From an optimization exercise on the open Yosys and OpenROAD flow, aimed at small area; shortcuts taken in it are not production practice. Only simulation tests tie the RTL to the original design; equivalence was not proved.

File: flow/config.mk
export PLATFORM = sky130hd
export DESIGN_NAME = mach
export DESIGN_NICKNAME = mach
export VERILOG_FILES = /design/flow/design.v
export SDC_FILE = /design/flow/constraint.sdc
export NUM_CORES = 4
export LEC_CHECK = 0
export ABC_AREA = 1
export CAP_MARGIN = 20
export CORE_MARGIN = 2
export CORE_UTILIZATION = 40
export SLEW_MARGIN = 20
File: flow/constraint.sdc
create_clock -name core_clock -period 12.0 [get_ports {clk}]
set_input_delay 2.4000 -clock core_clock [delete_from_list [all_inputs] [get_ports {clk}]]
set_output_delay 2.4000 -clock core_clock [all_outputs]
set_load 0.01 [all_outputs]
File: flow/design.v
module mach(
    input clk,rst,
    input [31:0] in,
    output [12:0] imem_addr,
    input  [31:0] imem_rdata,
    output [13:0] dmem_addr,
    output [31:0] dmem_wdata,
    output dmem_we,
    input  [31:0] dmem_rdata,
    output [31:0] out0,
    output [31:0] out1
);
localparam IF      = 4'd0;
localparam ID      = 4'd1;
localparam EXE_ls  = 4'd2;
localparam MEM_sa  = 4'd3;
localparam MEM_ld  = 4'd4;
localparam WB_dm   = 4'd5;
localparam EXE_com = 4'd6;
localparam EXE_cal = 4'd7;
localparam WB_cal  = 4'd8;
localparam WB_jal  = 4'd9;
localparam EXE_jr  = 4'd10;
localparam BRANCH  = 4'd11;
localparam INT     = 4'd12;
reg [3:0]  state;
reg [31:0] IR, PC, A;
reg [4:0]  Prt;           
reg [3:0]  dq;            
reg        f30;           
reg [15:10] IM;
reg EXL, IE, pend;
reg [31:0] PRID, EPC;
reg [3:0]  CTRL;
reg [31:0] PRESET, COUNT;
reg IRQ;
reg [31:0] o0, o1;
assign out0 = o0;
assign out1 = o1;
wire [5:0]  op = IR[31:26];
wire [4:0]  rs = IR[25:21];
wire [4:0]  rt = IR[20:16];
wire [4:0]  rd = IR[15:11];
wire [5:0]  fn = IR[5:0];
wire [15:0] imm = IR[15:0];
wire d_rtype  = (op == 6'h00);
wire d_jr     = d_rtype & (fn == 6'h08);
wire d_subu   = d_rtype & (fn == 6'h23);
wire d_slt    = d_rtype & (fn == 6'h2a);
wire d_r3     = d_rtype & ((fn == 6'h21) | (fn == 6'h23) | (fn == 6'h2a));
wire d_bltzal = (op == 6'h01) & (rt == 5'd16);
wire d_op1    = (op == 6'h01);
wire d_j      = (op == 6'h02);
wire d_jal    = (op == 6'h03);
wire d_beq    = (op == 6'h04);
wire d_addi   = (op == 6'h08);
wire d_addiu  = (op == 6'h09);
wire d_ori    = (op == 6'h0d);
wire d_lui    = (op == 6'h0f);
wire d_cp0    = (op == 6'h10);
wire d_mtc0   = d_cp0 & (rs == 5'd4);
wire d_eret   = d_cp0 & (rs == 5'd16);
wire d_mfc0   = d_cp0 & (rs == 5'd0);
wire d_lw     = (op == 6'h23);
wire d_sw     = (op == 6'h2b);
wire d_lb     = (op == 6'h20);
wire d_sb     = (op == 6'h28);
wire d_mem    = d_lw | d_sw | d_lb | d_sb;
wire d_store  = op[3];           
wire nxt_mtc0 = (imem_rdata[31:26] == 6'h10) & (imem_rdata[25:21] == 5'd4);
reg [31:0] R [1:31];
reg [31:1] V;
wire [4:0] ridx = (state == IF) ? (nxt_mtc0 ? rs : imem_rdata[25:21]) :
                  (state == ID) ? Prt : rt;
reg [31:0] rport;
integer i;
always @(*) begin
    rport = 32'b0;
    for (i = 1; i < 32; i = i + 1)
        rport = rport | ({32{(ridx == i) & V[i]}} & R[i]);
end
wire c30 = V[30] & (R[30] == 32'd1);
wire [31:0] Bv = {rport[31:1], rport[0] | ((state == ID) & (Prt == 5'd30) & f30)};
wire use_imm = d_addi | d_addiu | d_mem;
wire [31:0] sext = {{16{imm[15]}}, imm};
wire [31:0] opb  = use_imm ? sext : Bv;
wire        sub  = d_subu | d_slt | d_beq;
wire [31:0] sum;
wire        cout;
assign {cout, sum} = {1'b0, A} + {1'b0, sub ? ~opb : opb} + {32'b0, sub};
wire        slt_r = ~Bv[31] & (A[31] | sum[31]);
wire [31:0] alu  = d_lui ? {imm, 16'b0} :
                   d_ori ? (A | {16'b0, imm}) :
                   d_slt ? {31'b0, slt_r} : sum;
wire ovf  = d_addi & (A[31] ^ cout ^ sum[31]);
wire zero = (sum == 32'b0);
wire lt3000 = (alu[31:14] == 18'b0) & ~(alu[13] & alu[12]);
wire gt7eff = (alu[31:15] != 17'b0) | (alu[14:8] == 7'h7f);
wire hit0   = (alu[31:4] == 28'h00007f0);
wire hit1   = (alu[31:4] == 28'h00007f1);
wire hit2   = (alu[31:4] == 28'h00007f2);
wire IntReq = IRQ & IM[10] & IE & ~EXL;
wire sel12 = (rd == 5'd12);
wire sel15 = (rd == 5'd15);
wire [31:0] cp0_rd = sel12 ? {16'b0, IM, 8'b0, EXL, IE} :
                     (rd == 5'd13) ? {21'b0, pend, 10'b0} :
                     (rd == 5'd14) ? EPC :
                     sel15 ? PRID : 32'b0;
wire wb_state = (state == WB_cal) | (state == WB_dm) | (state == BRANCH);
wire cp0w = (wb_state & IntReq) | ((state == MEM_sa) & d_cp0);
always @(posedge clk, posedge rst) begin
    if (rst) begin
        IM <= 0; EXL <= 0; IE <= 0; pend <= 0; PRID <= 0; EPC <= 0;
    end else begin
        pend <= d_eret ? 1'b0 : IRQ;
        if (state == INT) begin
            if (!sel12) EXL <= ~d_eret;
            EPC <= PC;
        end else begin
            if (cp0w & sel12) EXL <= Bv[1];
            else if (d_eret) EXL <= 1'b0;
        end
        if (cp0w & sel12) begin IM <= Bv[15:10]; IE <= Bv[0]; end
        if (cp0w & sel15) PRID <= Bv;
    end
end
wire [31:0] PrRD = hit0 ? 32'b0 : hit1 ? in : hit2 ? (alu[2] ? o1 : 32'b0) : 32'hffffffff;
wire we_t = (state == MEM_sa) & dq[3];
wire we_o = (state == MEM_sa) & dq[2];
always @(posedge clk, posedge rst) begin
    if (rst) begin
        CTRL <= 0; PRESET <= 0; IRQ <= 0; COUNT <= 0;
    end else begin
        if (CTRL[2:1] == 2'b00) begin
            if (COUNT != 0 && CTRL[0]) COUNT <= COUNT - 1;
            if (COUNT == 0) begin
                CTRL[0] <= 1'b0;
                if (CTRL[3]) begin IRQ <= 1'b1; CTRL[3] <= 1'b0; end
            end
        end
        if (CTRL[2:1] == 2'b01) begin
            if (COUNT != 0 && CTRL[0]) COUNT <= COUNT - 1;
            if (COUNT == 0) begin
                COUNT <= PRESET;
                if (CTRL[3]) IRQ <= 1'b1;
            end
        end
        if (IRQ) IRQ <= 1'b0;
        if (we_t) begin
            case (dq[1:0])
                2'b00: CTRL <= Bv[3:0];
                2'b01: begin PRESET <= Bv; COUNT <= Bv; end
                default: ;
            endcase
        end
    end
end
always @(posedge clk, posedge rst) begin
    if (rst) begin o0 <= 0; o1 <= 0; end
    else if (we_o) begin
        if (dq[0]) o1 <= Bv; else o0 <= Bv;
    end
end
assign dmem_addr  = alu[13:0];
assign dmem_wdata = d_sb ? {dmem_rdata[31:8], Bv[7:0]} : Bv;
assign dmem_we    = (state == MEM_sa) & ~d_cp0 & lt3000;
wire [31:0] data_dm = d_lb ? {{24{dmem_rdata[7]}}, dmem_rdata[7:0]} : dmem_rdata;
reg        wen;
reg [4:0]  wdst;
reg [31:0] wdat;
always @(*) begin
    wen = 1'b0; wdst = rt; wdat = alu;
    case (state)
        WB_jal: begin wen = 1'b1; wdst = 5'd31; wdat = PC; end
        WB_cal: begin
            wen = 1'b1;
            if (d_r3) wdst = rd;
            else if (ovf) begin wdst = 5'd30; wdat = 32'd1; end
        end
        WB_dm: begin
            if (d_mfc0) begin wen = ~gt7eff; wdat = cp0_rd; end
            else begin
                wen = 1'b1;
                if (lt3000) wdat = data_dm;
                else if (gt7eff) wdat = PrRD;
            end
        end
        default: ;
    endcase
end
always @(posedge clk) begin
    for (i = 1; i < 32; i = i + 1)
        if (wen && wdst == i) R[i] <= wdat;
end
always @(posedge clk, posedge rst) begin
    if (rst) V <= 0;
    else begin
        if (c30) V[30] <= 1'b0;
        if (wen && wdst != 5'd0) V[wdst] <= 1'b1;
    end
end
reg [3:0] ns;
always @(*) begin
    ns = IF;
    case (state)
        IF: ns = ID;
        ID: begin
            if (d_j | d_eret) ns = BRANCH;
            else if (d_jal) ns = WB_jal;
            else if (d_jr) ns = EXE_jr;
            else if (d_mem) ns = EXE_ls;
            else if (d_beq | d_bltzal) ns = EXE_com;
            else if (d_mtc0) ns = MEM_sa;
            else if (d_mfc0) ns = MEM_ld;
            else if (d_op1) ns = ID;
            else ns = EXE_cal;
        end
        EXE_ls:  ns = d_store ? MEM_sa : MEM_ld;
        MEM_ld:  ns = WB_dm;
        MEM_sa:  ns = IF;
        EXE_com: ns = d_bltzal ? WB_jal : BRANCH;
        EXE_cal: ns = WB_cal;
        WB_jal:  ns = BRANCH;
        EXE_jr:  ns = BRANCH;
        WB_dm, WB_cal, BRANCH: ns = IntReq ? INT : IF;
        default: ns = IF;
    endcase
end
always @(posedge clk, posedge rst) begin
    if (rst) state <= IF;
    else state <= ns;
end
always @(posedge clk, posedge rst) begin
    if (rst) IR <= 32'b0;
    else if (state == IF) IR <= imem_rdata;
end
always @(posedge clk) begin
    if (state == IF) begin
        A   <= {rport[31:1], rport[0] & ~(~nxt_mtc0 & (imem_rdata[25:21] == 5'd30) & c30)};
        Prt <= rt;
    end
    dq  <= {hit0, hit2, alu[3], alu[2]};
    f30 <= c30;
end
wire [31:0] pc4  = PC + 32'd4;
wire [31:0] pcbr = PC + {{14{imm[15]}}, imm, 2'b00};
always @(posedge clk, posedge rst) begin
    if (rst) PC <= 32'h00003000;
    else begin
        case (state)
            IF:  PC <= d_eret ? EPC : pc4;
            INT: PC <= 32'h00004180;
            BRANCH: begin
                if (d_j | d_jal) PC <= {PC[31:28], IR[25:0], 2'b00};
                else if (d_jr) PC <= A;
                else if (d_eret) PC <= EPC;
                else if (d_beq ? zero : A[31]) PC <= pcbr;
            end
            default: ;
        endcase
    end
end
assign imem_addr = PC[12:0];
endmodule
File: flow/run.sh
#!/bin/bash
# synth_recipe.tcl (not shown) runs the flow's synth.tcl, then flattens the netlist and writes it again
# the make line also repeats each setting of config.mk as NAME=value (left out here)
make -C /OpenROAD-flow-scripts/flow DESIGN_CONFIG=/design/flow/config.mk WORK_HOME=/design/flow/orfs CLKGATE_MAP_FILE= SYNTH_SCRIPT=/design/flow/synth_recipe.tcl finish
==> results of run 1 <==
[kinds of logic (layout without fill, tap and decap cells)]
| family | after synthesis | count (layout) |
|---|---|---|
| xor+xnor | 99 | 99 |
| flops | 1339 | 1339 |
| fa+ha+maj | 78 | 78 |
| compound gates | 1115 | 1115 |
| buf+inv | 734 | 1624 |
| simple gates | 2490 | 2490 |
| other cells | 0 | 11 |
| mux | 45 | 45 |
[sequential cells by signal, indices dropped and copies added, names as in the netlist]
signal	count
V	31
PRID	32
PRESET	32
CTRL	4
EPC	32
dq	4
o1	32
PC	32
Prt	5
pend	1
state	4
IM	6
COUNT	32
f30	1
EXL	1
R	992
o0	32
IE	1
A	32
IRQ	1
IR	32
[final cells by class]
class                      count  area [sq um]
fill                       13829         76000
sequential                  1339         38600
clock buffer                 189          3970
tap                         2044          2560
timing repair buffer         893          8560
inverter                     460          1750
antenna                       11          27.5
multi-input combinational   3827         21600
clock inverter                82           996
[metal layers]
layer	wire (um)	up-vias	part of all wire (%)	GRT usage, %
li1	-	22552	-	-
met1	107000	25999	40	45.7
met2	118000	3007	44	50.1
met3	26900	522	10	7.01
met4	15000	0	5.6	17.0
met5	0	-	0	0
[worst max-delay path, delay by kind of cell]
kind / cells / cell delay, ns
simple gates: 24 / 2.58
buf+inv: 16 / 2.47
compound gates: 5 / 1.17
fa+ha+maj: 1 / 0.42
xor+xnor: 1 / 0.14
[per-stage QoR]
| step | setup WS (ns) | TNS (ns) | hold WS (ns) |
|---|---|---|---|
| 3_5_place_dp | -0.715 | -11.52 | 0.452 |
| 3_3_place_gp | -0.751 | -10.82 | 0.445 |
| 5_1_grt | -0.137 | -0.137 | 0.489 |
| 4_1_cts | 0.0424 | 0 | 0.466 |
| 6_report | 0.374 | 0 | 0.467 |
| 2_1_floorplan | 0.980 | 0 | 0.421 |
[placed cells by master (no fill, tap or decap), types with 44 or more instances in the layout]
cell type	n
o211ai_1	49
clkdlybuf4s50_1	219
xor2_1	67
buf_12	103
clkbuf_16	150
nor2_1	421
mux2_2	45
nand4_1	134
nor3_1	56
dfrtp_1	303
inv_1	428
a21oi_1	201
nand3_1	268
nand2_1	1342
edfxtp_1	1029
buf_4	564
ha_1	75
o21ai_0	348
nor2_4	44
a221oi_1	153
a22o_1	125
[final timing paths]
check	start	endpoint	slack [ns]	cells after the start
setup / recovery	imem_rdata[30]	dmem_we	0.37	47
hold / removal	V[27]	V[27]	0.47	2
setup reg to reg	state[1]	V[19]	2.09	70
hold reg to reg	V[27]	V[27]	0.47	2
max in group asynchronous	rst	V[7]	8.40	3
min in group asynchronous	rst	IR[11]	2.12	2
[repair_timing]
action | in CTS | in global routing
resized for setup | 92 | 46
buffers inserted | 5 | 2
endpoints found under the setup margin | 2 | 34
pin swaps | 18 | 20
==> out/metrics.yaml, run 1 <==
synth-compound-area-share_pct: 11.9
yosys-mux-area-fraction_pct: 0.816
cts_tree: "yes"
track_usage_pct: 33.4
finClkSkew_ns: 0.0618
avgSynthCellArea_sq_um: 10.5
grt_max_degree: 143
period_minus_slack_ns: 11.63
synth_nets: 6076
finalCritPeriodShare_pct: 96.9
finalWirelength_um: 268000
grt_pass1_wl_um: 374000
fin_area_sq_um: 78100
grt_pass1_vias: 49106
synth_xor_xnor_area_share_pct: 1.40
synth_ff_type: "edfxtp_1"
slowest_stage: "clkdlybuf4s50_1"
antenna_found_initial: 11
worst-setup-path-type: "in -> out"
synth-simple-area-share_pct: 17.4
synth.distinct_cells: 71
ys_async_sr_fraction_pct: 22.8
yosysWarnings: 2
maxCapViolations: 0
cpMostUsedCell: "nand2_1"
synth_edf_count: 1029
routedWlPerCell_um: 30.3
end_kind: "primary output"
die-area_sq_um: 158000
synth_fa_ha_area_share_pct: 1.60
rsz0062_at_grt: "yes"
dieHeight_um: 398
clk_pin_slew_ns: 0.06
drtAntennaViolNets: 0
relSlewSlack_pct: 32.0
seq_area_frac_synth_pct: 62.2
die_w_um: 398
synth_commonest_cells: "nand2_1, edfxtp_1, nor2_1, inv_1, o21ai_0"
cts.htree.levels: 4
cts.sinks: 1339
synth_seq_cells: 1339
clkLatencyLatePin_ns: 0.82
fp.coreArea_sq_um: 154000
nets: 6846
syn_area_sq_um: 62100
firstDrtPassIters: 5
setup_viol: 0
drtIter0Drc: 6536
stdcell_count: 8845
drive_gt1_share_pct: 18.2
synth_top_family_by_area: "simple AND/OR/NAND/NOR gates"
area_growth_pct: 25.7
worstPathArrival_ns: 9.23
drc_errors: 0
num_vias: 52080
critPathMaxFanout: 14
outcome: "timing/DRC/antenna clean"
crit_required_ns: 9.60
place_area_sq_um: 72500
dp_cells: 8556
slowest_delay_ns: 0.46
num_rows: 144
startpoint_type: "input pin"
overflow: 0
yosysMostFrequentCell: "nand2_1"
num_io_pins: 222
min_path_type: "reg -> reg"
timing.fmax_mhz: 86.0
synth_area_leaders: "edfxtp_1, dfrtp_1, nand2_1"
utilization_pct: 50.7
holdBufCountCts: 0
io_buffers: 221
drv_slew: 0
root_buffer: "clkbuf_16"
final_hold_viol_count: 0
synth_cells: 5900
viasPerCell: 5.89
synth.largest_area_cell: "edfxtp_1"
worst_pin_slew_ns: 1.01
initial_core_util_pct: 40.3
post-dp-hpwl_um: 191000
gp_congestion: 1.01
clockBufferDepth: 3
numCtsBuffers: 149
synth_top_area_share_pct: 49.8
==> run 2, diff against run 1 <==
--- a/flow/design.v
+++ b/flow/design.v
@@ -28,3 +28,4 @@
 reg [4:0]  Prt;           
-reg [3:0]  dq;            
+reg [13:0] aq;            
+reg        ltq, gtq, h0q, h1q, h2q;   
 reg        f30;           
@@ -33,2 +34,5 @@
 reg [31:0] PRID, EPC;
+reg PRIDv, EPCv, PRESETv;
+wire [31:0] PRIDe = PRIDv ? PRID : 32'b0;
+wire [31:0] EPCe  = EPCv ? EPC : 32'b0;
 reg [3:0]  CTRL;
@@ -69,7 +73,6 @@
 wire d_store  = op[3];           
-wire nxt_mtc0 = (imem_rdata[31:26] == 6'h10) & (imem_rdata[25:21] == 5'd4);
 reg [31:0] R [1:31];
 reg [31:1] V;
-wire [4:0] ridx = (state == IF) ? (nxt_mtc0 ? rs : imem_rdata[25:21]) :
-                  (state == ID) ? Prt : rt;
+wire ld_A = (state == IF) | ((state == ID) & ~d_mtc0);
+wire [4:0] ridx = ld_A ? rs : (state == ID) ? Prt : rt;
 reg [31:0] rport;
@@ -106,4 +109,4 @@
                      (rd == 5'd13) ? {21'b0, pend, 10'b0} :
-                     (rd == 5'd14) ? EPC :
-                     sel15 ? PRID : 32'b0;
+                     (rd == 5'd14) ? EPCe :
+                     sel15 ? PRIDe : 32'b0;
 wire wb_state = (state == WB_cal) | (state == WB_dm) | (state == BRANCH);
@@ -112,3 +115,3 @@
     if (rst) begin
-        IM <= 0; EXL <= 0; IE <= 0; pend <= 0; PRID <= 0; EPC <= 0;
+        IM <= 0; EXL <= 0; IE <= 0; pend <= 0; PRIDv <= 0; EPCv <= 0;
     end else begin
@@ -117,3 +120,3 @@
             if (!sel12) EXL <= ~d_eret;
-            EPC <= PC;
+            EPCv <= 1'b1;
         end else begin
@@ -123,11 +126,16 @@
         if (cp0w & sel12) begin IM <= Bv[15:10]; IE <= Bv[0]; end
-        if (cp0w & sel15) PRID <= Bv;
-    end
-end
-wire [31:0] PrRD = hit0 ? 32'b0 : hit1 ? in : hit2 ? (alu[2] ? o1 : 32'b0) : 32'hffffffff;
-wire we_t = (state == MEM_sa) & dq[3];
-wire we_o = (state == MEM_sa) & dq[2];
+        if (cp0w & sel15) PRIDv <= 1'b1;
+    end
+end
+always @(posedge clk) begin
+    if (state == INT) EPC <= PC;
+    if (cp0w & sel15) PRID <= Bv;
+end
+wire [31:0] PrRD = h0q ? 32'b0 : h1q ? in : h2q ? (aq[2] ? o1 : 32'b0) : 32'hffffffff;
+wire [1:0] dsel = aq[3:2];
+wire we_t = (state == MEM_sa) & h0q;
+wire we_o = (state == MEM_sa) & h2q;
 always @(posedge clk, posedge rst) begin
     if (rst) begin
-        CTRL <= 0; PRESET <= 0; IRQ <= 0; COUNT <= 0;
+        CTRL <= 0; PRESETv <= 0; IRQ <= 0; COUNT <= 0;
     end else begin
@@ -143,3 +151,3 @@
             if (COUNT == 0) begin
-                COUNT <= PRESET;
+                COUNT <= PRESETv ? PRESET : 32'b0;
                 if (CTRL[3]) IRQ <= 1'b1;
@@ -149,5 +157,5 @@
         if (we_t) begin
-            case (dq[1:0])
+            case (dsel)
                 2'b00: CTRL <= Bv[3:0];
-                2'b01: begin PRESET <= Bv; COUNT <= Bv; end
+                2'b01: begin PRESETv <= 1'b1; COUNT <= Bv; end
                 default: ;
@@ -157,2 +165,5 @@
 end
+always @(posedge clk) begin
+    if (we_t && dsel == 2'b01) PRESET <= Bv;
+end
 always @(posedge clk, posedge rst) begin
@@ -160,8 +171,8 @@
     else if (we_o) begin
-        if (dq[0]) o1 <= Bv; else o0 <= Bv;
-    end
-end
-assign dmem_addr  = alu[13:0];
+        if (dsel[0]) o1 <= Bv; else o0 <= Bv;
+    end
+end
+assign dmem_addr  = aq;
 assign dmem_wdata = d_sb ? {dmem_rdata[31:8], Bv[7:0]} : Bv;
-assign dmem_we    = (state == MEM_sa) & ~d_cp0 & lt3000;
+assign dmem_we    = (state == MEM_sa) & ~d_cp0 & ltq;
 wire [31:0] data_dm = d_lb ? {{24{dmem_rdata[7]}}, dmem_rdata[7:0]} : dmem_rdata;
@@ -180,7 +191,7 @@
         WB_dm: begin
-            if (d_mfc0) begin wen = ~gt7eff; wdat = cp0_rd; end
+            if (d_mfc0) begin wen = ~gtq; wdat = cp0_rd; end
             else begin
                 wen = 1'b1;
-                if (lt3000) wdat = data_dm;
-                else if (gt7eff) wdat = PrRD;
+                if (ltq) wdat = data_dm;
+                else if (gtq) wdat = PrRD;
             end
@@ -238,6 +249,11 @@
     if (state == IF) begin
-        A   <= {rport[31:1], rport[0] & ~(~nxt_mtc0 & (imem_rdata[25:21] == 5'd30) & c30)};
         Prt <= rt;
     end
-    dq  <= {hit0, hit2, alu[3], alu[2]};
+    if (ld_A) A <= rport;
+    aq  <= alu[13:0];
+    ltq <= lt3000;
+    gtq <= gt7eff;
+    h0q <= hit0;
+    h1q <= hit1;
+    h2q <= hit2;
     f30 <= c30;
@@ -250,3 +266,3 @@
         case (state)
-            IF:  PC <= d_eret ? EPC : pc4;
+            IF:  PC <= d_eret ? EPCe : pc4;
             INT: PC <= 32'h00004180;
@@ -255,3 +271,3 @@
                 else if (d_jr) PC <= A;
-                else if (d_eret) PC <= EPC;
+                else if (d_eret) PC <= EPCe;
                 else if (d_beq ? zero : A[31]) PC <= pcbr;
--- a/flow/config.mk
+++ b/flow/config.mk
@@ -7,6 +7,9 @@
 export LEC_CHECK = 0
-export ABC_AREA = 1
+export ABC_AREA = 0
 export CAP_MARGIN = 20
 export CORE_MARGIN = 2
-export CORE_UTILIZATION = 40
+export CORE_UTILIZATION = 55
+export CTS_BUF_LIST = sky130_fd_sc_hd__clkbuf_8 sky130_fd_sc_hd__clkbuf_16
+export CTS_CLUSTER_DIAMETER = 60
+export CTS_CLUSTER_SIZE = 30
 export SLEW_MARGIN = 20
==> run 2 against run 1 <==
Utilization is 13 points higher. Worst setup slack better by 0.43 ns. Sequential share of layout area is 7.6 points higher. Synthesized cell count is 23% lower. Hold slack better by 0.026 ns. Global-route usage is 7.1 points higher. Register-to-register slack worse by 1.3 ns. Area after synthesis is 3.3% lower. Via count is 14% lower.
==> out/metrics.yaml, run 2 <==
nFillCells: 8113
finalSetupTns_ns: 0
yosysMostFrequentCell: "edfxtp_1"
nets: 4982
avgSynthCellArea_sq_um: 13.2
worst_pin_slew_ns: 1.30
firstDrtPassIters: 8
fp.coreArea_sq_um: 109000
gp_congestion: 1.03
worst-setup-path-type: "reg -> reg"
critPathMaxFanout: 30
regMostFlops: "R"
clockBufferDepth: 3
cts.sinks: 1357
track_usage_pct: 40.4
final_cell_mix: "edfxtp_1, a22oi_1, a21oi_1"
cts.htree.levels: 3
clkLatencyLatePin_ns: 0.78
synth.distinct_cells: 101
dieHeight_um: 334
dr_wl_met3_um: 25300
numCtsBuffers: 108
synth_commonest_cells: "edfxtp_1, a22oi_1, nor2_1, a21oi_1, nand2_1"
startpoint_type: "register"
slowest_delay_ns: 0.67
setup_viol: 0
num_rows: 121
synth.largest_area_cell: "edfxtp_1"
outcome: "timing/DRC/antenna clean"
antenna_found_initial: 5
viasPerCell: 7.05
finClkSkew_ns: 0.0919
final_common_cell: "edfxtp_1"
cts_tree: "yes"
period_minus_slack_ns: 11.20
grt_pass1_vias: 41706
rsz0062_at_grt: "no"
post-dp-hpwl_um: 152000
synth_ff_type: "edfxtp_1"
grt_max_degree: 97
yosysWarnings: 2
final_hold_viol_count: 0
top_layer_used: "met5"
root_buffer: "clkbuf_16"
drtIter0Drc: 6742
die-area_sq_um: 112000
area_growth_pct: 15.3
drv_slew: 0
drive_gt1_share_pct: 14.2
syn_area_sq_um: 60000
m1WireLength_um: 84600
worstPathArrival_ns: 11.90
grt_pass1_wl_um: 319000
ys_async_sr_fraction_pct: 15.6
overflow: 0
die_w_um: 334
min_path_type: "reg -> reg"
crit_required_ns: 12.70
finalCritPeriodShare_pct: 93.3
drtAntennaViolNets: 0
slowest_stage: "nor3_1"
largest_reg_flops: 992
num_io_pins: 222
finalWirelength_um: 229000
clk_pin_slew_ns: 0.08
io_buffers: 221
routedWlPerCell_um: 36.2
num_vias: 44536
timing.hold.ws_ns: 0.493
synth_cells: 4547
post-cts-setup-buffers: 0
timing.fmax_mhz: 89.3
maxCapViolations: 0
synth_nets: 4722
synth_seq_cells: 1357
seq_area_frac_synth_pct: 65.8
initial_core_util_pct: 55.3
synth_area_leaders: "edfxtp_1, dfrtp_1, a22oi_1"
drc_errors: 0
end_kind: "register"
synth_edf_count: 1125
wl_met2_um: 104000
relSlewSlack_pct: 12.5
synth_top_area_share_pct: 56.3
run 2: cell count changes after synthesis, moves of 62 or more:
cell and change:
a22o_1 -62, nand3_1 -140, nor2_1 -199, inv_1 -377, a221oi_1 -101, edfxtp_1 +96, o21ai_0 -134, nand2_1 -1122
a22oi_1 +288, mux2_2 +85, dfrtp_1 -93
run 2: area by class of cell:
cell class / instances / area (sq um) / share of cell area (%)
Inverter: 59 / 229 / 0.331
Timing Repair Buffer: 440 / 4040 / 5.83
Antenna cell: 4 / 10.0 / 0.0145
Clock inverter: 94 / 1280 / 1.84
Multi-Input combinational cell: 2841 / 19700 / 28.4
Clock buffer: 109 / 2730 / 3.94
Sequential cell: 1357 / 39500 / 57.0
Tap cell: 1414 / 1770 / 2.56
run 2: through the flow:
step / util (%) / instances / setup WS, ns / area, sq um
finish: 63.8 / 6318 / 0.801 / 69200
global route: 63.8 / 6315 / 0.0654 / 69200
CTS: 63.7 / 6314 / 0.748 / 69200
detailed placement: 60.1 / 6111 / 0.719 / 65200
global placement: 60.1 / 6111 / 0.874 / 65200
floorplan: - / 4547 / 2.35 / 60000
run 2: critical path: cells and delay by family, from the launching register on:
kind,cells,cell delay [ns]
xor gates and xnor gates,1,0.15
muxes,3,1.26
adders and majority gates,3,0.94
DFF,1,0.48
AOI/OAI and AO/OA,13,2.72
and+or+nand+nor,19,4.76
buffers and inverters,3,0.82
run 2: path summary, 6_finish.rpt:
check,start,end,slack [ns],depth (start not counted)
min reg2reg,o0[0],o0[0],0.49,2
min in group asynchronous,rst,IR[8],2.18,2
max in group asynchronous,rst,o0[26],7.50,4
max reg2reg,IR[27],V[11],0.80,42
max,IR[27],V[11],0.80,42
min,o0[0],o0[0],0.49,2
run 2: logic make-up after synthesis:
logic type,Yosys count,synth area share (%)
AO/OA/AOI/OAI,1335,15.7
XOR/XNOR,114,1.69
adder cells (fa/ha/maj),77,1.63
buffers and inverters,349,2.39
flip-flops,1357,65.8
multiplexers,184,3.38
AND/OR/NAND/NOR,1131,9.39
run 2: what timing repair did:
action,in CTS,in global routing
endpoints found under the setup margin,0,30
hold buffers,0,0
gates resized for setup,0,6
run 2: metal layers:
metal  GRT usage [%]  vias up
met4            21.3        4
met3            8.21      624
met5               0        -
met1            53.7    22244
li1                -    18510
met2            63.2     3154
==> run 3, diff against run 2 <==
--- a/flow/design.v
+++ b/flow/design.v
@@ -86,9 +86,12 @@
 wire [31:0] Bv = {rport[31:1], rport[0] | ((state == ID) & (Prt == 5'd30) & f30)};
+wire pc_mode = (state == IF) | (state == BRANCH);
 wire use_imm = d_addi | d_addiu | d_mem;
 wire [31:0] sext = {{16{imm[15]}}, imm};
-wire [31:0] opb  = use_imm ? sext : Bv;
-wire        sub  = d_subu | d_slt | d_beq;
+wire [31:0] opb  = pc_mode ? ((state == IF) ? 32'd4 : {sext[29:0], 2'b00}) :
+                   use_imm ? sext : Bv;
+wire [31:0] opa  = pc_mode ? PC : A;
+wire        sub  = ~pc_mode & (d_subu | d_slt | d_beq);
 wire [31:0] sum;
 wire        cout;
-assign {cout, sum} = {1'b0, A} + {1'b0, sub ? ~opb : opb} + {32'b0, sub};
+assign {cout, sum} = {1'b0, opa} + {1'b0, sub ? ~opb : opb} + {32'b0, sub};
 wire        slt_r = ~Bv[31] & (A[31] | sum[31]);
@@ -99,2 +102,3 @@
 wire zero = (sum == 32'b0);
+reg  zq, ovfq;
 wire lt3000 = (alu[31:14] == 18'b0) & ~(alu[13] & alu[12]);
@@ -188,3 +192,3 @@
             if (d_r3) wdst = rd;
-            else if (ovf) begin wdst = 5'd30; wdat = 32'd1; end
+            else if (ovfq) begin wdst = 5'd30; wdat = 32'd1; end
         end
@@ -253,2 +257,4 @@
     aq  <= alu[13:0];
+    zq  <= zero;
+    ovfq <= ovf;
     ltq <= lt3000;
@@ -260,4 +266,2 @@
 end
-wire [31:0] pc4  = PC + 32'd4;
-wire [31:0] pcbr = PC + {{14{imm[15]}}, imm, 2'b00};
 always @(posedge clk, posedge rst) begin
@@ -266,3 +270,3 @@
         case (state)
-            IF:  PC <= d_eret ? EPCe : pc4;
+            IF:  PC <= d_eret ? EPCe : sum;
             INT: PC <= 32'h00004180;
@@ -272,3 +276,3 @@
                 else if (d_eret) PC <= EPCe;
-                else if (d_beq ? zero : A[31]) PC <= pcbr;
+                else if (d_beq ? zq : A[31]) PC <= sum;
             end
==> run 3 against run 2 <==
Utilization hardly changed. Clock skew down 0.023 ns. Largest cell class unchanged. Wire length down 1.6%. Highest routed layer unchanged. Critical path depth is 13 lower. Final cell count down 2.0%. Area after synthesis shrank 2.2%.
==> out/metrics.yaml, run 3 <==
synth_ff_type: "edfxtp_1"
synth_seq_cells: 1359
die-area_sq_um: 109000
rsz0062_at_grt: "no"
avgSynthCellArea_sq_um: 13.0
setup_viol: 0
cts.htree.levels: 3
routedWlPerCell_um: 36.4
cts_resized: 0
antenna_found_initial: 4
regMostFlops: "R"
min_path_type: "reg -> reg"
worst_pin_slew_ns: 1.27
cts.sinks: 1359
overflow: 0
syn_area_sq_um: 58700
timing.fmax_mhz: 94.8
maxCapViolations: 0
final_common_cell: "edfxtp_1"
period_minus_slack_ns: 10.55
grt_pass1_wl_um: 313000
synth_cells: 4503
io_buffers: 221
num_vias: 43614
finalWirelength_um: 225000
place_area_sq_um: 63300
relSlewSlack_pct: 14.8
grt_pass1_vias: 40810
clockBufferDepth: 3
critPathMaxFanout: 31
fp.coreArea_sq_um: 106000
dp_cells: 5992
dieHeight_um: 331
synth_area_leaders: "edfxtp_1, dfrtp_1, nand2_1"
drv_slew: 0
post-dp-hpwl_um: 144000
crit_required_ns: 12.34
outcome: "timing/DRC/antenna clean"
viasPerCell: 7.04
drc_errors: 0
end_kind: "register"
num_rows: 119
synth.distinct_cells: 107
synth.largest_area_cell: "edfxtp_1"
holdBufCountCts: 0
startpoint_type: "register"
finClkSkew_ns: 0.0687
fin_area_sq_um: 67300
slowest_delay_ns: 0.95
num_io_pins: 222
synth_top_area_share_pct: 57.6
timing.hold.ws_ns: 0.490
root_buffer: "clkbuf_16"
area_growth_pct: 14.7
grt_max_degree: 112
drtIter0Drc: 6752
drtAntennaViolNets: 0
cts_tree: "yes"
drive_gt1_share_pct: 12.7
diodes: 0
yosysWarnings: 2
finalSetupTns_ns: 0
synth_commonest_cells: "edfxtp_1, nand2_1, nor2_1, clkbuf_1, a21oi_1"
initial_core_util_pct: 55.6
synth_nets: 4648
pre_cts_ws_ns: 1.84
finalCritPeriodShare_pct: 87.9
clk_pin_slew_ns: 0.08
seq_area_frac_synth_pct: 67.4
die_w_um: 331
slowest_stage: "a221o_1"
nFillCells: 7988
numCtsBuffers: 105
gp_congestion: 1.02
fin_ws_ns: 1.45
worstPathArrival_ns: 10.90
stdcell_count: 6193
worst-setup-path-type: "reg -> reg"
largest_reg_flops: 992
track_usage_pct: 41.0
nets: 4855
ys_async_sr_fraction_pct: 15.6
clkLatencyLatePin_ns: 0.76
synth_edf_count: 1125
final_hold_viol_count: 0
post-cts-setup-buffers: 0
final_cell_mix: "edfxtp_1, nand2_1, nor2_1"
firstDrtPassIters: 7
yosysMostFrequentCell: "edfxtp_1"
[run 3: changes by cell type in the layout (fill, tap and decap cells not counted), moves of 31 or more]
cell,change
mux2_2,-46
nand2_1,+219
a31oi_1,+31
a222oi_1,+48
nor3_1,-36
a22oi_1,-86
nor2b_1,-33
o21ai_0,-35
xnor2_1,-35
[run 3: cells by family (layout without fill, tap and decap cells)]
kind of cell | Yosys count | after routing | synth area share, %
simple gates | 1251 | 1251 | 10.1
buf+inv | 364 | 663 | 2.51
compound gates | 1275 | 1275 | 15.5
fa+ha+maj | 47 | 47 | 1.01
mux | 127 | 127 | 2.35
xor+xnor | 80 | 80 | 1.21
flops | 1359 | 1359 | 67.4
[run 3: per-stage QoR]
step	utilization, %
6_report	63.8
5_1_grt	63.8
4_1_cts	63.7
3_5_place_dp	60.0
3_3_place_gp	60.0
2_1_floorplan	-
[run 3: worst paths after layout]
check	start	end	slack, ns	cells past startpoint
setup / recovery	IR[26]	R[18][0]	1.45	29
hold / removal	V[11]	V[11]	0.49	1
setup reg to reg	IR[26]	R[18][0]	1.45	29
hold reg to reg	V[11]	V[11]	0.49	1
max in group asynchronous	rst	state[0]	7.60	4
min in group asynchronous	rst	o0[2]	2.23	2
[run 3: final cells by class]
type / instances / area [sq um] / share of cell area (%)
Multi-Input combinational cell: 2780 / 18200 / 27.1
Inverter: 52 / 203 / 0.301
Tap cell: 1391 / 1740 / 2.59
Clock inverter: 90 / 1200 / 1.79
Sequential cell: 1359 / 39500 / 58.7
Clock buffer: 109 / 2720 / 4.04
Timing Repair Buffer: 412 / 3690 / 5.48
[run 3: critical path: cells and delay by family (launching register included)]
family | cells | cell delay [ns]
compound gates | 15 | 4.44
xor+xnor | 2 | 0.35
fa+ha+maj | 1 | 0.45
buf+inv | 2 | 0.40
flops | 1 | 0.50
mux | 1 | 0.32
simple gates | 8 | 3.65
[run 3: layer usage]
metal	GRT usage, %	vias up	share of wire, %
met3	8.47	647	12
met1	55.0	21709	36
li1	-	18092	-
met2	62.3	3164	45
met5	0	-	0.0058
met4	24.3	2	7.4
==> run 4, diff against run 3 <==
--- a/flow/design.v
+++ b/flow/design.v
@@ -35,4 +35,2 @@
 reg PRIDv, EPCv, PRESETv;
-wire [31:0] PRIDe = PRIDv ? PRID : 32'b0;
-wire [31:0] EPCe  = EPCv ? EPC : 32'b0;
 reg [3:0]  CTRL;
@@ -97,5 +95,2 @@
 wire        slt_r = ~Bv[31] & (A[31] | sum[31]);
-wire [31:0] alu  = d_lui ? {imm, 16'b0} :
-                   d_ori ? (A | {16'b0, imm}) :
-                   d_slt ? {31'b0, slt_r} : sum;
 wire ovf  = d_addi & (A[31] ^ cout ^ sum[31]);
@@ -103,7 +98,7 @@
 reg  zq, ovfq;
-wire lt3000 = (alu[31:14] == 18'b0) & ~(alu[13] & alu[12]);
-wire gt7eff = (alu[31:15] != 17'b0) | (alu[14:8] == 7'h7f);
-wire hit0   = (alu[31:4] == 28'h00007f0);
-wire hit1   = (alu[31:4] == 28'h00007f1);
-wire hit2   = (alu[31:4] == 28'h00007f2);
+wire lt3000 = (sum[31:14] == 18'b0) & ~(sum[13] & sum[12]);
+wire gt7eff = (sum[31:15] != 17'b0) | (sum[14:8] == 7'h7f);
+wire hit0   = (sum[31:4] == 28'h00007f0);
+wire hit1   = (sum[31:4] == 28'h00007f1);
+wire hit2   = (sum[31:4] == 28'h00007f2);
 wire IntReq = IRQ & IM[10] & IE & ~EXL;
@@ -111,6 +106,2 @@
 wire sel15 = (rd == 5'd15);
-wire [31:0] cp0_rd = sel12 ? {16'b0, IM, 8'b0, EXL, IE} :
-                     (rd == 5'd13) ? {21'b0, pend, 10'b0} :
-                     (rd == 5'd14) ? EPCe :
-                     sel15 ? PRIDe : 32'b0;
 wire wb_state = (state == WB_cal) | (state == WB_dm) | (state == BRANCH);
@@ -137,3 +128,2 @@
 end
-wire [31:0] PrRD = h0q ? 32'b0 : h1q ? in : h2q ? (aq[2] ? o1 : 32'b0) : 32'hffffffff;
 wire [1:0] dsel = aq[3:2];
@@ -181,26 +171,37 @@
 assign dmem_we    = (state == MEM_sa) & ~d_cp0 & ltq;
-wire [31:0] data_dm = d_lb ? {{24{dmem_rdata[7]}}, dmem_rdata[7:0]} : dmem_rdata;
-reg        wen;
-reg [4:0]  wdst;
-reg [31:0] wdat;
-always @(*) begin
-    wen = 1'b0; wdst = rt; wdat = alu;
-    case (state)
-        WB_jal: begin wen = 1'b1; wdst = 5'd31; wdat = PC; end
-        WB_cal: begin
-            wen = 1'b1;
-            if (d_r3) wdst = rd;
-            else if (ovfq) begin wdst = 5'd30; wdat = 32'd1; end
-        end
-        WB_dm: begin
-            if (d_mfc0) begin wen = ~gtq; wdat = cp0_rd; end
-            else begin
-                wen = 1'b1;
-                if (ltq) wdat = data_dm;
-                else if (gtq) wdat = PrRD;
-            end
-        end
-        default: ;
-    endcase
-end
+wire wb_ld  = (state == WB_dm) & ~d_mfc0;      
+wire wb_mf  = (state == WB_dm) & d_mfc0;
+wire wb_cal = (state == WB_cal);
+wire s_sum  = (wb_cal & ~ovfq & ~d_ori & ~d_lui & ~d_slt) | (wb_ld & ~ltq & ~gtq);
+wire s_ori  = wb_cal & ~ovfq & d_ori;
+wire s_lui  = wb_cal & ~ovfq & d_lui;
+wire s_slt  = wb_cal & ~ovfq & d_slt;
+wire s_one  = wb_cal & ovfq;
+wire s_dmw  = wb_ld & ltq & ~d_lb;
+wire s_dmb  = wb_ld & ltq & d_lb;
+wire s_in   = wb_ld & gtq & h1q;
+wire s_o1   = wb_ld & gtq & h2q & aq[2];
+wire s_ff   = wb_ld & gtq & ~h0q & ~h1q & ~h2q;
+wire s_sr   = wb_mf & sel12;
+wire s_ca   = wb_mf & (rd == 5'd13);
+wire s_epc  = wb_mf & (rd == 5'd14) & EPCv;
+wire s_prid = wb_mf & sel15 & PRIDv;
+wire s_pc   = (state == WB_jal);
+wire [31:0] wdat =
+      ({32{s_sum}}  & sum)
+    | ({32{s_ori}}  & (A | {16'b0, imm}))
+    | ({32{s_lui}}  & {imm, 16'b0})
+    | {31'b0, (s_slt & slt_r) | s_one}
+    | ({32{s_dmw}}  & dmem_rdata)
+    | ({32{s_dmb}}  & {{24{dmem_rdata[7]}}, dmem_rdata[7:0]})
+    | ({32{s_in}}   & in)
+    | ({32{s_o1}}   & o1)
+    | {32{s_ff}}
+    | ({32{s_sr}}   & {16'b0, IM, 8'b0, EXL, IE})
+    | {21'b0, s_ca & pend, 10'b0}
+    | ({32{s_epc}}  & EPC)
+    | ({32{s_prid}} & PRID)
+    | ({32{s_pc}}   & PC);
+wire wen = s_pc | wb_cal | wb_ld | (wb_mf & ~gtq);
+wire [4:0] wdst = s_pc ? 5'd31 : (wb_cal & ovfq) ? 5'd30 : (wb_cal & d_r3) ? rd : rt;
 always @(posedge clk) begin
@@ -256,3 +257,3 @@
     if (ld_A) A <= rport;
-    aq  <= alu[13:0];
+    aq  <= sum[13:0];
     zq  <= zero;
@@ -266,17 +267,21 @@
 end
+wire st_br  = (state == BRANCH);
+wire p_sum  = ((state == IF) & ~d_eret) |
+              (st_br & ((d_beq & zq) | (d_bltzal & A[31])));
+wire p_epc  = ((state == IF) | st_br) & d_eret & EPCv;
+wire p_jt   = st_br & (d_j | d_jal);
+wire p_jr   = st_br & d_jr;
+wire p_vec  = (state == INT);
+wire p_hold = ~((state == IF) | st_br | p_vec) |
+              (st_br & ((d_beq & ~zq) | (d_bltzal & ~A[31])));
+wire [31:0] pc_next =
+      ({32{p_sum}}  & sum)
+    | ({32{p_epc}}  & EPC)
+    | ({32{p_jt}}   & {PC[31:28], IR[25:0], 2'b00})
+    | ({32{p_jr}}   & A)
+    | ({32{p_vec}}  & 32'h00004180)
+    | ({32{p_hold}} & PC);
 always @(posedge clk, posedge rst) begin
     if (rst) PC <= 32'h00003000;
-    else begin
-        case (state)
-            IF:  PC <= d_eret ? EPCe : sum;
-            INT: PC <= 32'h00004180;
-            BRANCH: begin
-                if (d_j | d_jal) PC <= {PC[31:28], IR[25:0], 2'b00};
-                else if (d_jr) PC <= A;
-                else if (d_eret) PC <= EPCe;
-                else if (d_beq ? zq : A[31]) PC <= sum;
-            end
-            default: ;
-        endcase
-    end
+    else PC <= pc_next;
 end
==> run 4 against run 3 <==
Via count decreased by 5.2%. Non-clock buffer count shrank 32. Critical path type unchanged.
==> out/metrics.yaml, run 4 <==
outcome: "timing/DRC/antenna clean"
nets: 4381
setup_viol: 0
synth_commonest_cells: "edfxtp_1, nand2_1, clkbuf_1, dfrtp_1, a221oi_1"
die-area_sq_um: 107000
clockBufferDepth: 3
nFillCells: 7648
finalWirelength_um: 215000
track_usage_pct: 39.7
worst-setup-path-type: "reg -> reg"
dieHeight_um: 327
seq_area_frac_synth_pct: 68.7
pre_cts_ws_ns: 2.24
final_hold_viol_count: 0
cts_resized: 0
synth_cells: 4046
clkLatencyLatePin_ns: 0.78
antenna_found_initial: 13
io_buffers: 221
viasPerCell: 7.24
syn_area_sq_um: 57500
synth_ff_type: "edfxtp_1"
drive_gt1_share_pct: 15.3
drc_errors: 0
worst_pin_slew_ns: 1.15
grt_pass1_wl_um: 299000
hold_end: "PRIDv"
clk_pin_slew_ns: 0.08
numCtsBuffers: 106
grt_max_degree: 88
synth.largest_area_cell: "edfxtp_1"
cts_tree: "yes"
die_w_um: 327
rsz0062_at_grt: "no"
avgSynthCellArea_sq_um: 14.2
initial_core_util_pct: 55.5
firstDrtPassIters: 7
num_rows: 118
root_buffer: "clkbuf_16"
synth_seq_cells: 1359
drtAntennaViolNets: 0
timing.fmax_mhz: 102
largest_reg_flops: 992
grt_pass1_vias: 39423
routedWlPerCell_um: 37.6
timing.rr.end: "zq"
finalSetupTns_ns: 0
overflow: 0
post-cts-setup-buffers: 0
finClkSkew_ns: 0.0867
gp_congestion: 0.973
period_minus_slack_ns: 9.81
final_common_cell: "edfxtp_1"
fin_ws_ns: 2.19
synth_edf_count: 1125
area_growth_pct: 14.9
min_path_type: "reg -> reg"
synth_top_area_share_pct: 58.7
r2r_cells: 30
finalCritPeriodShare_pct: 81.7
final_cell_mix: "edfxtp_1, nand2_1, clkdlybuf4s50_1"
synth.distinct_cells: 90
crit_required_ns: 12.63
hp-start: "PRIDv"
startpoint_type: "register"
slowest_delay_ns: 0.68
whs_path_depth: 2
utilization_pct: 63.8
drtIter0Drc: 6778
place_area_sq_um: 62200
rrSetupSlack_ns: 2.19
yosysMostFrequentCell: "edfxtp_1"
maxCapViolations: 0
critPathMaxFanout: 40
cts.sinks: 1359
fp.coreArea_sq_um: 104000
synth_nets: 4192
cts.htree.levels: 3
reg2reg_from: "IR[27]"
post-dp-hpwl_um: 130000
num_io_pins: 222
synth_area_leaders: "edfxtp_1, dfrtp_1, mux2_2"
end_kind: "register"
fin_area_sq_um: 66100
worstPathArrival_ns: 10.44
relSlewSlack_pct: 23.1
ys_async_sr_fraction_pct: 15.6
yosysWarnings: 2
regMostFlops: "R"
slowest_stage: "or4_4"
num_vias: 41352
drv_slew: 0
holdBufCountCts: 0
## run 4: cell types whose count changed after synthesis, sizes merged, moves of 90 or more
cell / previous run / this run
nand2: 447 / 263
a21oi: 248 / 101
nor2: 307 / 169
a22o: 69 / 176
a221oi: 86 / 178
a22oi: 212 / 122
## run 4: worst max-delay path by stage
stage	from	endpoint	slack, ns	depth (start not counted)
detailed placement	IR[27]	R[22][30]	2.24	29
global placement	IR[27]	R[14][28]	2.45	29
CTS	IR[27]	R[31][30]	2.16	29
floorplan	rst	COUNT[0]	3.81	1
global route	IR[27]	gtq	1.74	30
finish	IR[27]	zq	2.19	30
## run 4: cell families (layout without fill, tap and decap cells)
family	after synthesis	count (layout)	share of synthesized area (%)
AOI/OAI and AO/OA	1063	1063	14.2
xor gates and xnor gates	74	74	1.15
adders and majority gates	48	48	1.06
buffers and inverters	346	627	2.43
DFF	1359	1359	68.7
muxes	226	226	4.29
other	0	2	0
and+or+nand+nor	930	930	8.20
## run 4: layout make-up
| type | count | area (sq um) | share of cell area, % |
|---|---|---|---|
| Sequential cell | 1359 | 39500 | 59.8 |
| Clock buffer | 106 | 2650 | 4.01 |
| Inverter | 47 | 184 | 0.278 |
| Tap cell | 1380 | 1730 | 2.61 |
| Multi-Input combinational cell | 2341 | 17400 | 26.3 |
| Antenna cell | 2 | 5.00 | 0.00757 |
| Clock inverter | 94 | 1210 | 1.84 |
| Timing Repair Buffer | 380 | 3410 | 5.16 |
## run 4: metrics by stage
step           hold slack, ns  cells
3_3_place_gp            0.455   5504
2_1_floorplan           0.421   4046
5_1_grt                 0.508   5707
3_5_place_dp            0.458   5505
6_report                0.472   5709
4_1_cts                 0.476   5705
## run 4: metal layers
layer	vias to the layer above	routed length [um]	GRT usage (%)
met2	3264	98800	62.7
met4	0	13600	20.7
li1	16641	-	-
met3	684	26300	7.81
met1	20763	76000	52.5
met5	-	0	0
## run 4: critical path: cells and delay by family, from the launching register on
family	cells	cell delay, ns
buffers and inverters	3	1.05
adder cells (fa/ha/maj)	1	0.32
AND/OR/NAND/NOR	13	4.22
AO/OA/AOI/OAI	9	2.26
flip-flops	1	0.36
XOR/XNOR	2	0.60
multiplexers	2	0.87
==> run 5, diff against run 4 <==
==> flow/flow/run.sh (new file) <==
#!/bin/bash
# The standard layout (the standard.sh, unchanged synthesis, floorplan,
# power grid, placement, routing), with two changes passed to ORFS through
# its own variables:
#  - the port buffers are buf_1 cells instead of the default clkdlybuf4s50_1;
#  - clock tree synthesis inserts no dummy loads (the clustering settings are
#    the same as config.mk's CTS_* settings).
# Each tool's output stays in ORFS's own log files (orfs/logs/...); the
# output of standard.sh itself goes to standard.log.
set -o pipefail
export BUFFER_PORTS_ARGS="-buffer_cell sky130_fd_sc_hd__buf_1"
export CTS_ARGS="-sink_clustering_enable -repair_clock_nets -sink_clustering_size 30 -sink_clustering_max_diameter 60 -buf_list {sky130_fd_sc_hd__clkbuf_8 sky130_fd_sc_hd__clkbuf_16} -dont_use_dummy_load"
cp standard.sh standard_sh.log 2>/dev/null
bash standard.sh > standard.log 2>&1
==> flow/standard.sh (new file) <==
#!/bin/bash
# synth_recipe.tcl (not shown) runs the flow's synth.tcl, then flattens the netlist and writes it again
# the make line also repeats each setting of config.mk as NAME=value (left out here)
make -C /OpenROAD-flow-scripts/flow DESIGN_CONFIG=/design/flow/config.mk WORK_HOME=/design/flow/orfs CLKGATE_MAP_FILE= SYNTH_SCRIPT=/design/flow/synth_recipe.tcl "${@:-finish}"
removed: flow/run.sh
==> run 5 against run 4 <==
Utilization is 2.7 points lower. Worst setup slack better by 0.38 ns. First-iteration DRC count is 13% lower. Hold slack better by 0.0060 ns. Area after synthesis stayed put. Fmax is 4.0% higher. Register-to-register slack better by 0.38 ns. Final area is 4.2% lower. Synthesized cell count stayed put. Critical endpoint is now gtq. Highest routed layer is now met5.
==> out/metrics.yaml, run 5 <==
slowest_delay_ns: 0.79
drv_slew: 0
cts.sinks: 1359
avgSynthCellArea_sq_um: 14.2
hp-start: "PRIDv"
finalSetupTns_ns: 0
outcome: "timing/DRC/antenna clean"
period_minus_slack_ns: 9.43
synth_ff_type: "edfxtp_1"
yosysMostFrequentCell: "edfxtp_1"
worstPathArrival_ns: 9.97
synth_nets: 4192
relSlewSlack_pct: 16.7
numCtsBuffers: 96
viasPerCell: 7.24
crit_family: "simple AND/OR/NAND/NOR gates"
finalWirelength_um: 213000
nets: 4382
path_buf_inv: 2
gp_congestion: 0.965
drc_errors: 0
synth_top_area_share_pct: 58.7
worst_pin_slew_ns: 1.25
num_io_pins: 222
final_common_cell: "edfxtp_1"
root_buffer: "clkbuf_16"
synth.distinct_cells: 90
seq_area_frac_synth_pct: 68.7
final_cell_mix: "edfxtp_1, nand2_1, buf_1"
synth_cells: 4046
drtIter0Drc: 5886
antenna_found_initial: 4
final_hold_viol_count: 0
grt_max_degree: 132
grt_pass1_vias: 38087
min_path_type: "reg -> reg"
grt_pass1_wl_um: 295000
ys_async_sr_fraction_pct: 15.6
dieHeight_um: 327
synth.largest_area_cell: "edfxtp_1"
startpoint_type: "register"
post-cts-setup-buffers: 0
num_rows: 118
critPathMaxFanout: 40
initial_core_util_pct: 55.5
finalCritPeriodShare_pct: 78.6
clkLatencyLatePin_ns: 0.75
overflow: 0
num_vias: 40655
synth_area_leaders: "edfxtp_1, dfrtp_1, mux2_2"
cts_tree: "yes"
crit_start: "IR[27]"
die-area_sq_um: 107000
cts.htree.levels: 3
routedWlPerCell_um: 37.9
die_w_um: 327
track_usage_pct: 39.3
rrSetupSlack_ns: 2.57
drive_gt1_share_pct: 13.4
crit_required_ns: 12.53
rsz0062_at_grt: "no"
synth_commonest_cells: "edfxtp_1, nand2_1, clkbuf_1, dfrtp_1, a221oi_1"
reg2reg_from: "IR[27]"
worst-setup-path-type: "reg -> reg"
maxCapViolations: 0
end_kind: "register"
syn_area_sq_um: 57500
timing.fmax_mhz: 106
regMostFlops: "R"
synth_edf_count: 1125
utilization_pct: 61.1
firstDrtPassIters: 8
nFillCells: 8063
setup_viol: 0
synth_seq_cells: 1359
slowest_stage: "o311a_4"
post-dp-hpwl_um: 130000
clk_pin_slew_ns: 0.08
drtAntennaViolNets: 0
yosysWarnings: 2
finClkSkew_ns: 0.136
r2r_cells: 29
area_growth_pct: 10.1
cts_resized: 0
hold_end: "PRIDv"
whs_path_depth: 2
timing.hold.ws_ns: 0.478
clockBufferDepth: 3
holdBufCountCts: 0
io_buffers: 221
fp.coreArea_sq_um: 104000
timing.rr.end: "gtq"
largest_reg_flops: 992
## run 5: kinds of logic (layout without fill, tap and decap cells)
group                    after synthesis  after routing  share of synthesized area (%)
multiplexers                         226            226                           4.29
adder cells (fa/ha/maj)               48             48                           1.06
buffers and inverters                346            534                           2.43
AO/OA/AOI/OAI                       1063           1063                           14.2
other                                  0              3                              0
flip-flops                          1359           1359                           68.7
XOR/XNOR                              74             74                           1.15
AND/OR/NAND/NOR                      930            930                           8.20
## run 5: metrics by stage
| step | std cells | setup slack, ns | cell area, sq um |
|---|---|---|---|
| detailed placement | 5517 | 2.51 | 60900 |
| CTS | 5613 | 2.45 | 63300 |
| global placement | 5517 | 2.42 | 60900 |
| global route | 5614 | 2.01 | 63300 |
| finish | 5617 | 2.57 | 63400 |
| floorplan | 4046 | 3.81 | 57500 |
## run 5: area by class of cell
type | instances | area (sq um) | area share (%)
multi-input combinational | 2341 | 17400 | 27.4
timing repair buffer | 391 | 2120 | 3.35
tap | 1380 | 1730 | 2.73
inverter | 47 | 185 | 0.292
sequential | 1359 | 39500 | 62.4
clock buffer | 96 | 2400 | 3.79
antenna | 3 | 7.51 | 0.0118
## run 5: tightest hold or removal path, delay by kind of cell, from the launching register on
family / cells / cell delay [ns]
compound gates: 1 / 0.07
flops: 1 / 0.32
buf+inv: 1 / 0.06
## run 5: metal layers
metal  track usage (%)  up-vias  part of all wire, %
met5                 0        -                0.013
met4              18.7        4                  5.8
met3              6.76      539                   11
met2              61.3     2783                   46
met1              54.0    20779                   38
li1                  -    16550                    -
## run 5: how the worst max path moves through the flow
stage                           end  slack, ns  depth (start not counted)
final                           gtq       2.57                         29
after global routing            gtq       2.01                         29
after CTS                 R[10][28]       2.45                         28
after detailed placement  R[29][28]       2.51                         28
after global placement     R[9][30]       2.42                         28
after floorplan            COUNT[0]       3.81                          1
==> run 6, diff against run 5 <==
--- a/flow/config.mk
+++ b/flow/config.mk
@@ -10,3 +10,3 @@
 export CORE_MARGIN = 2
-export CORE_UTILIZATION = 55
+export CORE_UTILIZATION = 65
 export CTS_BUF_LIST = sky130_fd_sc_hd__clkbuf_8 sky130_fd_sc_hd__clkbuf_16
==> run 6 against run 5 <==
Hold slack lost 0.0068 ns. Synthesized cell count is the same. Register-to-register slack lost 0.30 ns. Critical path type unchanged. Critical endpoint is now h1q.
==> out/metrics.yaml, run 6 <==
final_common_cell: "edfxtp_1"
num_io_pins: 222
synth.distinct_cells: 90
firstDrtPassIters: 9
nets: 4365
grt_pass1_vias: 39564
synth_fa_ha_area_share_pct: 1.06
dp_cells: 5288
regMostFlops: "R"
num_vias: 41849
dieHeight_um: 302
synth_top_family_by_area: "compound AO/OA/AOI/OAI gates"
drc_errors: 0
reg2reg_from: "IR[27]"
synth-simple-area-share_pct: 8.20
syn_area_sq_um: 57500
yosysMostFrequentCell: "edfxtp_1"
r2r_cells: 27
yosysWarnings: 2
synth_seq_cells: 1359
crit_start: "IR[27]"
grt_pass1_wl_um: 289000
drtAntennaViolNets: 0
synth_xor_xnor_area_share_pct: 1.15
finalWirelength_um: 208000
whs_path_depth: 2
drive_gt1_share_pct: 13.1
period_minus_slack_ns: 9.73
maxCapViolations: 0
track_usage_pct: 45.3
antenna_found_initial: 4
slowest_delay_ns: 0.74
holdBufCountCts: 0
cts_resized: 0
post-cts-setup-buffers: 0
cts_tree: "yes"
numCtsBuffers: 89
setup_viol: 0
post-dp-hpwl_um: 124000
drtIter0Drc: 7935
die_w_um: 302
ys_async_sr_fraction_pct: 15.6
stdcell_count: 5386
clockBufferDepth: 3
timing.fmax_mhz: 103
timing.rr.end: "h1q"
initial_core_util_pct: 65.3
rrSetupSlack_ns: 2.27
synth_nets: 4192
viasPerCell: 7.77
final_hold_viol_count: 0
largest_reg_flops: 992
worst-setup-path-type: "reg -> reg"
startpoint_type: "register"
synth_edf_count: 1125
io_buffers: 221
cts.htree.levels: 3
gp_congestion: 1.03
synth_ff_type: "edfxtp_1"
worstSetupPathDepth: 27
min_path_type: "reg -> reg"
routedWlPerCell_um: 38.7
area_growth_pct: 9.39
seq_area_frac_synth_pct: 68.7
path_buf_inv: 3
avgSynthCellArea_sq_um: 14.2
root_buffer: "clkbuf_16"
fp.coreArea_sq_um: 88100
grt_max_degree: 100
finalCritPeriodShare_pct: 81.1
final_cell_mix: "edfxtp_1, nand2_1, buf_1"
slowest_stage: "nand4_1"
synth-compound-area-share_pct: 14.2
crit_required_ns: 12.57
end_kind: "register"
relSlewSlack_pct: 8.95
num_rows: 109
drv_slew: 0
synth_cells: 4046
worstPathArrival_ns: 10.30
synth_commonest_cells: "edfxtp_1, nand2_1, clkbuf_1, dfrtp_1, a221oi_1"
die-area_sq_um: 90900
finalSetupTns_ns: 0
clk_pin_slew_ns: 0.10
yosys-mux-area-fraction_pct: 4.29
finClkSkew_ns: 0.0984
endpoint: "h1q"
synth_top_area_share_pct: 58.7
critPathMaxFanout: 40
outcome: "timing/DRC/antenna clean"
overflow: 0
worst_pin_slew_ns: 1.35
rsz0062_at_grt: "no"
synth_area_leaders: "edfxtp_1, dfrtp_1, mux2_2"
clkLatencyLatePin_ns: 0.72
cts.sinks: 1359
synth.largest_area_cell: "edfxtp_1"
crit_family: "simple AND/OR/NAND/NOR gates"
## run 6: cell counts after synthesis
No cell type changed its count.
## run 6: cell type report
cell class,count,area [sq um]
diodes,4,10.0
clock buffers,89,2230
fillers,5667,25200
inverters,47,184
multi-input cells,2341,17500
flip-flops and latches,1359,39500
well taps,1165,1460
repair buffers,381,2070
## run 6: kinds of logic after synthesis
family | count (synthesis)
AOI/OAI and AO/OA | 1063
xor gates and xnor gates | 74
buffers and inverters | 346
DFF | 1359
and+or+nand+nor | 930
muxes | 226
adders and majority gates | 48
## run 6: worst min-delay path by stage
stage / startpoint / end / slack, ns
global route: PC[26] / EPC[26] / 0.49
finish: EPC[14] / PC[14] / 0.47
CTS: EPC[14] / PC[14] / 0.46
floorplan: V[31] / V[31] / 0.42
detailed placement: V[21] / V[21] / 0.46
global placement: PRIDv / PRIDv / 0.46
## run 6: layer usage
| layer | global-route usage [%] | vias to the layer above | part of all wire, % |
|---|---|---|---|
| met3 | 12.3 | 910 | 15 |
| met4 | 28.9 | 4 | 7.8 |
| met5 | 0 | - | 0.012 |
| met2 | 68.3 | 3937 | 44 |
| met1 | 58.6 | 20506 | 33 |
| li1 | - | 16492 | - |
## run 6: tightest hold or removal path: cells and delay by family (launching register included)
family | cells | cell delay (ns)
flip-flops | 1 | 0.34
AO/OA/AOI/OAI | 2 | 0.15
## run 6: through the flow
step | hold WS (ns) | utilization, % | area [sq um] | setup WS, ns
after floorplan | 0.421 | - | 57500 | 3.81
after global placement | 0.455 | 68.6 | 60500 | 2.59
after detailed placement | 0.465 | 68.7 | 60500 | 2.44
after CTS | 0.460 | 71.2 | 62800 | 2.37
after global routing | 0.487 | 71.4 | 62900 | 1.84
final | 0.471 | 71.4 | 62900 | 2.27

## static timing again, ports no longer ideal
The flow's constraints put no driver on any port. The routed layouts listed below were extracted and timed again, unchanged, in two steps. Step 1: set_driving_cell puts a clkbuf_16 on clk and a buf_2 on each other input, an assumption about the parent block. Step 2 times the ports against the registers' clock, not the clock port: input delays grow and output delays shrink by t, the midpoint of the rising clock arrivals with the driver on. a / b / c = ideal / step 1 / step 2; a / b = the first two.
run	shift t [ns]	setup slack, ns	hold WS [ns]	worst data-port slew with drivers (ns)
run 1	0.865	0.374 / 0.351 / 0.039	0.467 / 0.467 / 0.467	0.08
run 2	0.809	0.801 / 0.801 / 0.801	0.493 / 0.493 / 0.493	0.08
run 3	0.805	1.446 / 1.446 / 1.446	0.490 / 0.490 / 0.490	0.06
run 4	0.821	2.191 / 2.191 / 2.191	0.472 / 0.472 / 0.472	0.09
run 5	0.748	2.568 / 2.568 / 2.568	0.478 / 0.478 / 0.478	0.06
run 6	0.744	2.270 / 2.270 / 2.270	0.471 / 0.471 / 0.471	0.06
After both steps every run listed still meets setup and hold. For run 1, which loses most, drivers alone change the setup slack by -0.023 ns; drivers and shift together by -0.335 ns.
